Background: an optimization exercise with open tools, aiming at small area. Do not read the settings as production practice.
RTL that was checked went through simulation tests only; none was proved equivalent to the original.
The flow treats the clock pin as an ideal source, which a real chip does not have.
Power figures rest on the tool's default switching activity, not on a simulated workload.

==> v34 <==
// CH3_VFD
module CH3_VFD(
	RESETN, CLK,
	KEY,
	LCD_E, LCD_RS, LCD_RW,
	LCD_DATA,
	PIEZO
);
input RESETN, CLK;
input [7:0]KEY;
output LCD_E, LCD_RS, LCD_RW;
output [7:0] LCD_DATA;
output PIEZO;
reg LCD_RS;
reg [7:0] LCD_DATA;
reg P_CLK;
reg        half;
reg [15:0] ct;
wire ct_end = ct[15] & ct[14] & ct[9] & ct[8] & ct[6] & ct[3] & ct[2] & ct[1] & ct[0];  
wire tick = half & ct_end;                  
wire colon = ~half;                         
always @(posedge CLK)
begin
	if(~RESETN)
		begin
			ct <= 16'd0;
			half <= 1'b0;
		end
	else if(ct_end)
		begin
			ct <= 16'd0;
			half <= ~half;
		end
	else
		ct <= ct + 16'd1;
end
reg [16:0] kt;
wire sample = kt[16] & kt[15] & kt[10] & kt[9] & kt[7] & kt[5];    
always @(posedge CLK)
begin
	if(~RESETN | sample)
		kt <= 17'd0;
	else
		kt <= kt + 17'd1;
end
reg [5:0] cs;
reg signal;
wire cs_end = cs[5] & cs[3];               
wire sig_rise = cs_end & ~signal;
always @(posedge CLK)
begin
	if(~RESETN)
		begin
			cs <= 6'd0;
			signal <= 1'b0;
		end
	else if(cs_end)
		begin
			cs <= 6'd0;
  ...
export LEC_CHECK = 0
export CAP_MARGIN = 20
export CORE_MARGIN = 2
export CORE_UTILIZATION = 40
export SLEW_MARGIN = 20
create_clock -name core_clock -period 10.0 [get_ports {CLK}]
run.sh (not shown) runs the stock make flow with config.mk's settings and CLKGATE_MAP_FILE= SYNTH_SCRIPT=/design/flow/synth_recipe.tcl, a recipe that flattens the netlist after the stock synthesis.
==> inputs of v39, as changes to v34 <==
--- a/flow/design.v
+++ b/flow/design.v
@@ -27,55 +27,49 @@
 reg LCD_RS;
 reg [7:0] LCD_DATA;
 reg P_CLK;
 reg        half;
 reg [15:0] ct;
-wire ct_end = ct[15] & ct[14] & ct[9] & ct[8] & ct[6] & ct[3] & ct[2] & ct[1] & ct[0];  
+wire ct_end = ~ct[14] & ~ct[13] & ct[11] & ~ct[10] & ct[9] & ~ct[7] & ct[6] & ~ct[5] &
+              ct[4] & ct[3] & ct[2] & ct[1] & ct[0];
 wire tick = half & ct_end;                  
 wire colon = ~half;                         
 always @(posedge CLK)
 begin
+	if(~RESETN | ct_end)
+		ct <= 16'd20350;
+	else
+		ct <= {ct[14:0], ct[15] ^ ct[14] ^ ct[12] ^ ct[3]};
 	if(~RESETN)
-		begin
-			ct <= 16'd0;
-			half <= 1'b0;
-		end
+		half <= 1'b0;
 	else if(ct_end)
-		begin
-			ct <= 16'd0;
-			half <= ~half;
-		end
-	else
-		ct <= ct + 16'd1;
+		half <= ~half;
 end
 reg [16:0] kt;
-wire sample = kt[16] & kt[15] & kt[10] & kt[9] & kt[7] & kt[5];    
+wire sample = kt[15] & ~kt[14] & kt[13] & kt[12] & kt[11] & kt[10] & ~kt[9] & kt[8] &
+              ~kt[7] & kt[5] & ~kt[4] & ~kt[3] & ~kt[2] & kt[1] & ~kt[0];
 always @(posedge CLK)
 begin
 	if(~RESETN | sample)
-		kt <= 17'd0;
+		kt <= 17'd13708;
 	else
-		kt <= kt + 17'd1;
+		kt <= {kt[15:0], kt[16] ^ kt[13]};
 end
 reg [5:0] cs;
 reg signal;
-wire cs_end = cs[5] & cs[3];               
+wire cs_end = cs[5] & cs[2] & cs[1] & ~cs[0];      
 wire sig_rise = cs_end & ~signal;
 always @(posedge CLK)
 begin
+	if(~RESETN | cs_end)
+		cs <= 6'd1;
+	else
+		cs <= {cs[4:0], cs[5] ^ cs[4]};
 	if(~RESETN)
-		begin
-			cs <= 6'd0;
-			signal <= 1'b0;
-		end
+		signal <= 1'b0;
 	else if(cs_end)
-		begin
-			cs <= 6'd0;
-			signal <= ~signal;
-		end
-	else
-		cs <= cs + 6'd1;
+		signal <= ~signal;
 end
 assign LCD_E = ~signal;
 reg [4:0] hr;
 reg [5:0] mn, sc;
 reg [4:0] hb;            
==> flow/flow/run.sh (new file) <==
#!/bin/bash
# Own layout flow: the standard flow, except that synthesis maps the
# logic with an area-oriented ABC script (flow/abc_area.script). Registers,
# their names and cells are the standard synthesis's; only the combinational
# mapping differs. Each tool's output goes to a log file in this folder.
set -euo pipefail
W=$PWD
rm -rf "$W/scripts_area"
mkdir -p "$W/scripts_area"
cp -r "$FLOW_HOME/scripts/." "$W/scripts_area/"
cp "$W/flow/abc_area.script" "$W/scripts_area/abc_area.script"
bash standard.sh synth ABC_AREA=1 SCRIPTS_DIR="$W/scripts_area" > "$W/synth.log" 2>&1
bash standard.sh finish > "$W/layout.log" 2>&1
test -s "$W/out/final.def"
==> flow/flow/abc_area.script (new file) <==
strash
&get -n
&deepsyn -I 4 -T 60
&put
dch -f
amap
topo
==> flow/standard.sh (new file) <==
#!/bin/bash
# synth_recipe.tcl (not shown) runs the flow's synth.tcl, then flattens the netlist and writes it again
# the make line also repeats each setting of config.mk as NAME=value (left out here)
make -C /OpenROAD-flow-scripts/flow DESIGN_CONFIG=/design/flow/config.mk WORK_HOME=/design/flow/orfs CLKGATE_MAP_FILE= SYNTH_SCRIPT=/design/flow/synth_recipe.tcl "${@:-finish}"
Settings changed: ABC_AREA set to 1.
removed: flow/run.sh
==> summary.txt <==
v39 finished clean. v34 ran to the end with no violations.
Register-to-register slack: v39 is worse than v34 (1.6 ns).
In v34 the hold slack is better than in v39, by 0.049 ns.
Of v34 and v39, v34 has the higher fmax (gap about 36%, measured against v39).
Critical path depth: v34 is lower than v39 (4).
Via count: v34 is larger than v39 (about 10%).
In v39 the first-iteration DRC count is smaller than in v34, by 24%.
Clock-buffer cell count: v34 is higher than v39 (2).
In v39 the die area is smaller than in v34, by about 16%.
Power: v34 is lower than v39 (1.8%).
Against v39, the clock skew of v34 is lower by 0.0070 ns.
Of v34 and v39, v34 has the higher synthesized cell count (gap about 13%, measured against v39).
Function not checked in v39: the RTL went through the layout flow alone.

==> run C: inputs <==
Another version of the RTL of CH3_VFD (not shown whole).
==> flow/config.mk <==
export PLATFORM = sky130hd
export DESIGN_NAME = CH3_VFD
export DESIGN_NICKNAME = CH3_VFD
export VERILOG_FILES = /design/flow/design.v
export SDC_FILE = /design/flow/constraint.sdc
export NUM_CORES = 4
export LEC_CHECK = 0
export ABC_AREA = 1
export CAP_MARGIN = 20
export CORE_MARGIN = 2
export CORE_UTILIZATION = 65
export PLACE_DENSITY = 0.8
export SLEW_MARGIN = 20
==> flow/constraint.sdc <==
create_clock -name core_clock -period 10.0 [get_ports {CLK}]
set_input_delay 2.0000 -clock core_clock [delete_from_list [all_inputs] [get_ports {CLK}]]
set_output_delay 2.0000 -clock core_clock [all_outputs]
set_load 0.01 [all_outputs]
standard.sh (not shown) runs the stock make flow with config.mk's settings and CLKGATE_MAP_FILE= SYNTH_SCRIPT=/design/flow/synth_recipe.tcl, a recipe that flattens the netlist after the stock synthesis.
==> flow/flow/run.sh <==
#!/bin/bash
# Own layout flow: the standard flow (standard.sh) with these changes.
# 1. Synthesis maps the logic with an area-oriented ABC script
#    (flow/abc_area.script), and leaves adders to ABC instead of mapping
#    them to half/full adder cells first (ADDER_MAP_FILE empty). It runs
#    four times in parallel with different ABC random seeds, and the flow
#    goes on with the netlist of smallest cell area. Registers, their names
#    and cells are the standard synthesis's in every run; only the
#    combinational mapping differs.
# 2. Clock tree synthesis uses the options in flow/cts_args.txt: small
#    clock buffers and no dummy loads. After it, flow/post_cts.tcl upsizes
#    each clock buffer whose flip-flop clock pins see a slow slew.
# 3. Every input and output port still gets its own buffer, of the cell
#    named in flow/port_buffer.txt.
# Each tool's output goes to a log file in this folder (synth_N.log,
# layout.log, and ORFS's own logs under orfs/logs).
set -euo pipefail
W=$PWD
SEEDS="1 2 3 4"
for s in $SEEDS; do
  rm -rf "$W/scripts_s$s" "$W/orfs_s$s"
  mkdir -p "$W/scripts_s$s"
  cp -r "$FLOW_HOME/scripts/." "$W/scripts_s$s/"
  sed "s/@SEED@/$s/" "$W/flow/abc_area.script" > "$W/scripts_s$s/abc_area.script"
  sed "s#WORK_HOME=\([^ ]*\)/orfs #WORK_HOME=\1/orfs_s$s #" standard.sh > "$W/standard_s$s.sh"
  grep -q "orfs_s$s " "$W/standard_s$s.sh"
  bash "$W/standard_s$s.sh" synth ABC_AREA=1 SCRIPTS_DIR="$W/scripts_s$s" ADDER_MAP_FILE= \
    > "$W/synth_$s.log" 2>&1 &
done
wait
best=""; best_area=""
for s in $SEEDS; do
  stat="$W/orfs_s$s/reports/$FLOW_PLATFORM/CH3_VFD/base/synth_stat.txt"
  [[ -s "$stat" && -s "$W/orfs_s$s/results/$FLOW_PLATFORM/CH3_VFD/base/1_synth.odb" ]] || continue
  a=$(grep -m1 "Chip area" "$stat" | awk '{print $NF}')
  echo "seed $s: $a" >> "$W/synth_choice.log"
  if [[ -z "$best" ]] || awk -v a="$a" -v b="$best_area" 'BEGIN{exit !(a < b)}'; then
    best=$s; best_area=$a
  fi
done
test -n "$best"
echo "chosen seed $best: $best_area" >> "$W/synth_choice.log"
rm -rf "$W/orfs"
mv "$W/orfs_s$best" "$W/orfs"
CTS_ARGS="$(tr '\n' ' ' < "$W/flow/cts_args.txt")"
PORT_BUF="$(tr -d ' \n' < "$W/flow/port_buffer.txt")"
bash standard.sh finish "CTS_ARGS=$CTS_ARGS" "BUFFER_PORTS_ARGS=-buffer_cell $PORT_BUF" \
  "POST_CTS_TCL=$W/flow/post_cts.tcl" > "$W/layout.log" 2>&1
test -s "$W/out/final.def"
==> flow/flow/abc_area.script <==
strash
&get -n
&deepsyn -T 120 -S @SEED@
&put
dch -f
amap -m -F 4 -A 10
topo
==> flow/flow/cts_args.txt <==
-sink_clustering_enable -repair_clock_nets -dont_use_dummy_load -buf_list {sky130_fd_sc_hd__clkbuf_4} -root_buf sky130_fd_sc_hd__clkbuf_8
==> flow/flow/port_buffer.txt <==
sky130_fd_sc_hd__buf_1
==> flow/flow/post_cts.tcl <==
estimate_parasitics -placement
set fixed 0
foreach pass {1 2 3} {
  set up {}
  foreach pin [get_pins -hierarchical */CLK] {
    set s [get_property $pin slew_max]
    if {$s eq "" || $s < 0.110} { continue }
    set net [get_nets -of_objects $pin]
    foreach drv [get_pins -of_objects $net -filter "direction==output"] {
      set inst [get_cells -of_objects $drv]
      set m [get_property $inst ref_name]
      if {[string match "sky130_fd_sc_hd__clkbuf_*" $m] && [lsearch $up [get_full_name $inst]] < 0} {
        lappend up [get_full_name $inst]
      }
    }
  }
  if {[llength $up] == 0} { break }
  foreach name $up {
    set inst [get_cells $name]
    set m [get_property $inst ref_name]
    set nm [string map {clkbuf_1 clkbuf_2 clkbuf_2 clkbuf_4 clkbuf_4 clkbuf_8 clkbuf_8 clkbuf_16} $m]
    if {$nm ne $m} { replace_cell $inst [get_lib_cells */$nm]; incr fixed }
  }
  estimate_parasitics -placement
}
puts "post_cts: upsized $fixed clock buffers"
detailed_placement
estimate_parasitics -placement
==> run R: changes against run C <==
--- a/flow/design.v
+++ b/flow/design.v
@@ -48,14 +48,15 @@
 	PIEZO
 );
 input RESETN, CLK;
 input [7:0]KEY;
 output LCD_E, LCD_RS, LCD_RW;
 output [7:0] LCD_DATA;
 output PIEZO;
+reg LCD_RS;
 reg [7:0] LCD_DATA;
 reg P_CLK;
 reg        half;
 reg [15:0] ct;
 wire ct_end = ~ct[14] & ~ct[13] & ct[11] & ~ct[10] & ct[9] & ~ct[7] & ct[6] & ~ct[5] &
               ct[4] & ct[3] & ct[2] & ct[1] & ct[0];
 wire tick = half & ct_end;                  
@@ -78,29 +79,29 @@
 begin
 	if(~RESETN | sample)
 		kt <= 17'd13708;
 	else
 		kt <= {kt[15:0], kt[16] ^ kt[13]};
 end
 reg [5:0] cs;
-reg e_reg;
+reg signal;
 wire cs_end = cs[5] & cs[2] & cs[1] & ~cs[0];      
-wire sig_rise = cs_end & e_reg;
+wire sig_rise = cs_end & ~signal;
 always @(posedge CLK)
 begin
 	if(~RESETN | cs_end)
 		cs <= 6'd1;
 	else
 		cs <= {cs[4:0], cs[5] ^ cs[4]};
 	if(~RESETN)
-		e_reg <= 1'b1;
+		signal <= 1'b0;
 	else if(cs_end)
-		e_reg <= ~e_reg;
+		signal <= ~signal;
 end
-assign LCD_E = e_reg;
+assign LCD_E = ~signal;
 reg [4:0] hr;
 reg [5:0] mn, sc;
 reg [4:0] hb;            
 reg [5:0] mb, sb;
 reg [4:0] ah;            
 reg [5:0] am, as;
 reg [2:0] flag;
@@ -112,46 +113,37 @@
 reg [2:0] p_cnt;
 reg [2:0] p_scan;        
 reg [2:0] limit;         
 reg [7:0] cnt_sound;
 wire sc59 = sc[5] & sc[4] & sc[3] & sc[1] & sc[0];
 wire mn59 = mn[5] & mn[4] & mn[3] & mn[1] & mn[0];
 wire hr23 = hr[4] & hr[2] & hr[1] & hr[0];
-reg [4:0] hr_d;
-reg [5:0] mn_d, sc_d;
-always @(*)
+always @(posedge CLK)
 begin
-	hr_d = hr; mn_d = mn; sc_d = sc;
 	if(~RESETN)
 		begin
-			hr_d = 5'd0;
-			mn_d = 6'd0;
-			sc_d = 6'd0;
+			hr <= 5'd0;
+			mn <= 6'd0;
+			sc <= 6'd0;
 		end
 	else if(flag == 3'b001)
 		begin
-			hr_d = hb;
-			mn_d = mb;
-			sc_d = sb;
+			hr <= hb;
+			mn <= mb;
+			sc <= sb;
 		end
 	else if(tick)
 		begin
-			sc_d = sc59 ? 6'd0 : sc + 6'd1;
+			sc <= sc59 ? 6'd0 : sc + 6'd1;
 			if(sc59)
-				mn_d = mn59 ? 6'd0 : mn + 6'd1;
+				mn <= mn59 ? 6'd0 : mn + 6'd1;
 			if(sc59 & mn59)
-				hr_d = hr23 ? 5'd0 : hr + 5'd1;
+				hr <= hr23 ? 5'd0 : hr + 5'd1;
 		end
 end
-always @(posedge CLK)
-begin
-	hr <= hr_d;
-	mn <= mn_d;
-	sc <= sc_d;
-end
 wire alarm_hit = alarm_set & (hr == ah) & (mn == am) & (sc == as);
 wire k80 = (KEY == 8'h80);
 wire k40 = (KEY == 8'h40);
 wire k20 = (KEY == 8'h20);
 wire k10 = (KEY == 8'h10);
 wire k08 = (KEY == 8'h08);
 wire k04 = (KEY == 8'h04);
@@ -184,15 +176,18 @@
 	if(alarm_hit)
 		flag_n = 3'b111;
 	if(sample)
 		begin
 			if(flag_n == 3'b000)
 				begin
 					if(k80 | k40 | k20)
-						flag_n = k80 ? 3'b001 : k40 ? 3'b010 : 3'b011;
+						begin
+							flag_n = k80 ? 3'b001 : k40 ? 3'b010 : 3'b011;
+							hb_n = hr; mb_n = mn; sb_n = sc;
+						end
 					else if(k10)
 						begin
 							flag_n = 3'b100;
 							melody_set_n = 1'b1;
 							asc_n = 2'd0;
 						end
 				end
@@ -251,43 +246,36 @@
 							flag_n = 3'b000;
 						end
 					if(KEY == p_key)
 						off_cnt_n = off_cnt_n + 3'd1;
 				end
 		end
 end
-wire follow = ~RESETN | ~((flag_n == 3'b001) | (flag_n == 3'b010) | (flag_n == 3'b011));
 always @(posedge CLK)
 begin
-	if(follow)
-		begin
-			hb <= hr_d; mb <= mn_d; sb <= sc_d;
-		end
-	else
-		begin
-			hb <= hb_n; mb <= mb_n; sb <= sb_n;
-		end
+	hb <= hb_n; mb <= mb_n; sb <= sb_n;
 	ah <= ah_n; am <= am_n; as <= as_n;
-	asc <= asc_n;
 	if(~RESETN)
 		begin
 			flag <= 3'b000;
 			alarm_set <= 1'b0;
 			melody_set <= 1'b0;
 			cursor <= 3'd0;
 			off_cnt <= 3'd0;
+			asc <= 2'd0;
 			aset0 <= 3'd0; aset1 <= 3'd0; aset2 <= 3'd0; aset3 <= 3'd0;
 		end
 	else
 		begin
 			flag <= flag_n;
 			alarm_set <= alarm_set_n;
 			melody_set <= melody_set_n;
 			cursor <= cursor_n;
 			off_cnt <= off_cnt_n;
+			asc <= asc_n;
 			aset0 <= aset0_n; aset1 <= aset1_n; aset2 <= aset2_n; aset3 <= aset3_n;
 		end
 end
 wire ringing = alarm_set & (flag == 3'b111);
 wire [3:0] p_next = {1'b0, p_cnt} + {3'b000, tick};
 wire [2:0] p_note = melody_set ?
 	((p_next[2:1] == 2'd0) ? aset0 : (p_next[2:1] == 2'd1) ? aset1 : (p_next[2:1] == 2'd2) ? aset2 : aset3) :
@@ -353,24 +341,26 @@
 			if(line_end)
 				lc <= {2'b00, ~line2, 5'd0};
 			else
 				lc <= lc + 8'd1;
 		end
 end
 assign LCD_RW = init & (lc < 8'd164);
-assign LCD_RS = ~((lc >= 8'd164) | (lc == 8'd1) | (lc == 8'd33) | ((lc == 8'd0) & LCD_DATA[2]));
 wire f_clock = (flag == 3'b000);
 wire f_time = (flag == 3'b001);
 wire f_edit = (flag == 3'b001) | (flag == 3'b010);
 wire f_show = (flag == 3'b011);
 wire setmode = f_edit | f_show;
 wire f_ring = flag[2];                   
 wire [1:0] fsel = cnt[3] ? 2'd2 : (cnt[2] & (cnt[1] | cnt[0])) ? 2'd1 : 2'd0;
 wire osel = (cnt == 5'd3) | (cnt == 5'd6) | (cnt == 5'd9);
-wire [5:0] d_val = (fsel == 2'd0) ? {1'b0, hb} : (fsel == 2'd1) ? mb : sb;
+wire [5:0] d_hr = setmode ? {1'b0, hb} : {1'b0, hr};
+wire [5:0] d_mn = setmode ? mb : mn;
+wire [5:0] d_sc = setmode ? sb : sc;
+wire [5:0] d_val = (fsel == 2'd0) ? d_hr : (fsel == 2'd1) ? d_mn : d_sc;
 wire [2:0] d_q, d_r;
 CH3_WT_SEP SEP(d_val[5:1], d_q, d_r);
 wire [3:0] digit = osel ? {d_r, d_val[0]} : {1'b0, d_q};
 wire arrow = f_edit & (cursor == {fsel, osel});
 wire [7:0] sp = 8'h20;
 reg [7:0] l1, l2;
 always @(*)
@@ -405,22 +395,25 @@
 		default: l2 = sp;
 	endcase
 end
 always @(posedge CLK)
 begin
 	if(~RESETN)
 		begin
+			LCD_RS <= 1'b1;
 			LCD_DATA <= 8'h00;
 		end
 	else if(sig_rise)
 		begin
 			if(init)
 				begin
+					LCD_RS <= ph_delay;
 					LCD_DATA <= ph_delay ? 8'h00 : ph_fs ? 8'h3C : ph_do ? 8'h0C : 8'h06;
 				end
 			else
 				begin
+					LCD_RS <= (cnt != 5'd0);
 					LCD_DATA <= line2 ? l2 : l1;
 				end
 		end
 end
 endmodule
==> flow/flow/run.sh (replaced) <==
#!/bin/bash
# Own layout flow: the standard flow with two changes.
# 1. Synthesis maps the logic with an area-oriented ABC script
#    (flow/abc_area.script). Registers, their names and cells are the
#    standard synthesis's; only the combinational mapping differs.
# 2. Clock tree synthesis uses the options in flow/cts_args.txt (smaller
#    clock buffers, no dummy loads).
# Each tool's output goes to a log file in this folder.
set -euo pipefail
W=$PWD
rm -rf "$W/scripts_area"
mkdir -p "$W/scripts_area"
cp -r "$FLOW_HOME/scripts/." "$W/scripts_area/"
cp "$W/flow/abc_area.script" "$W/scripts_area/abc_area.script"
bash standard.sh synth ABC_AREA=1 SCRIPTS_DIR="$W/scripts_area" > "$W/synth.log" 2>&1
CTS_ARGS="$(tr '\n' ' ' < "$W/flow/cts_args.txt")"
bash standard.sh finish "CTS_ARGS=$CTS_ARGS" > "$W/layout.log" 2>&1
test -s "$W/out/final.def"
==> flow/flow/abc_area.script (replaced) <==
strash
&get -n
&deepsyn -I 4 -T 60
&put
dch -f
amap
topo
==> flow/flow/cts_args.txt (replaced) <==
-sink_clustering_enable -repair_clock_nets -dont_use_dummy_load -buf_list {sky130_fd_sc_hd__clkbuf_4 sky130_fd_sc_hd__clkbuf_8}
Settings changed: CORE_UTILIZATION 65 to 40, PLACE_DENSITY 0.8 to not set.
removed: flow/flow/port_buffer.txt
removed: flow/flow/post_cts.tcl
==> run X: changes against run C <==
--- a/flow/design.v
+++ b/flow/design.v
@@ -289,55 +289,46 @@
 end
 wire ringing = alarm_set & (flag == 3'b111);
 wire [3:0] p_next = {1'b0, p_cnt} + {3'b000, tick};
 wire [2:0] p_note = melody_set ?
 	((p_next[2:1] == 2'd0) ? aset0 : (p_next[2:1] == 2'd1) ? aset1 : (p_next[2:1] == 2'd2) ? aset2 : aset3) :
 	{1'b1, p_next[2:1]};
 always @(posedge CLK)
+	p_cnt <= ringing ? p_next[2:0] : 3'd0;
+always @(posedge CLK)
 begin
 	if(~RESETN)
 		begin
-			p_cnt <= 3'd0;
 			p_scan <= 3'd0;
 			limit <= 3'd0;
 		end
 	else if(ringing)
 		begin
-			p_cnt <= p_next[2:0];
 			if(~p_next[3])
 				begin
 					p_scan <= p_note;
 					if(p_note[2])
 						limit <= p_note;
 				end
 		end
 	else
-		begin
-			p_cnt <= 3'd0;
-			limit <= 3'd0;
-		end
+		limit <= 3'd0;
 end
 wire snd_ge = ~limit[2] |
 	((limit[1:0] == 2'd0) ? (cnt_sound >= 8'd190) :
 	 (limit[1:0] == 2'd1) ? (cnt_sound >= 8'd169) :
 	 (limit[1:0] == 2'd2) ? (cnt_sound >= 8'd151) : (cnt_sound >= 8'd142));
 always @(posedge CLK)
+	cnt_sound <= snd_ge ? 8'd0 : cnt_sound + 8'd1;
+always @(posedge CLK)
 begin
 	if(~RESETN)
-		begin
-			P_CLK <= 1'b0;
-			cnt_sound <= 8'd0;
-		end
+		P_CLK <= 1'b0;
 	else if(snd_ge)
-		begin
-			cnt_sound <= 8'd0;
-			P_CLK <= ~P_CLK;
-		end
-	else
-		cnt_sound <= cnt_sound + 8'd1;
+		P_CLK <= ~P_CLK;
 end
 assign PIEZO = P_CLK;
 reg [7:0] lc;
 wire init = lc[7] | lc[6];
 wire [4:0] cnt = lc[4:0];
 wire line2 = lc[5];
 wire ph_delay = init & (lc < 8'd163);
==> notes <==
Count of clock-buffer cells in the layout is the same in run C and run X.
Setup slack: run R is better than run X (1100 ps).
Against run X, the design area of run C is lower by 0.65%.
In run X the via count is higher than in run C, by 0.68%.
The highest routed wire length belongs to run R, the lowest to run C.
The highest total power belongs to run R, the lowest to run X.
==> figures <==
item	run C	run R	run X
Run status	complete, no violations	complete, no violations	complete, no violations
Final critical path time including I/O delays and setup	6181 ps	5483 ps	6583 ps
Worst reg2reg setup slack	3820 ps	4870 ps	3890 ps
Post-route setup slack	3819 ps	4517 ps	3417 ps
Row cnt	38	52	38
Post-route clock skew	32.12 ps	26.58 ps	37.62 ps
Ratio of layout area to synthesized area	1.0667x	1.1052x	1.0637x
Initial standard-cell utilization of the core	66.54%	40.37%	66.87%
First-pass iteration count of the detailed router	8	5	6
Psw	0.0002098 W	0.0002300 W	0.0002074 W
Final WL	20,870 um	23,070 um	20,880 um
Biggest area consumer among cell classes	sequential cells	multi-input gates	sequential cells
Clk slew on worst S/H paths	110 ps	80 ps	80 ps
Only the layout flow was run in run R; the RTL was not checked for function there.

==> static timing again, ports no longer ideal <==
Ports are ideal in the flow. The routed layouts listed here were re-timed in OpenROAD. Step 1 sets driving cells, clkbuf_16 on the clock port and buf_2 on the other inputs (assumed; they add their load-dependent delay and slew). Step 2 also shifts input and output timing later by t, the mid clock arrival at the registers, as if the neighbouring blocks saw the same clock. Slacks: ideal / step 1 / step 2; pairs: ideal / step 1.
run	t (ns)	setup WS [ns]	cell pins on the clock port's net
v34	0.479	5.037 / 5.063 / 4.584	1
v39	0.471	3.245 / 3.271 / 2.800	1
run C	0.473	3.819 / 3.819 / 3.819	1
run R	0.475	4.517 / 4.532 / 4.057	1
run X	0.474	3.417 / 3.432 / 2.958	1
After both steps setup and hold are still met in every run listed. For run R, which loses most, drivers alone change the setup slack by +0.015 ns; drivers and shift together by -0.460 ns.
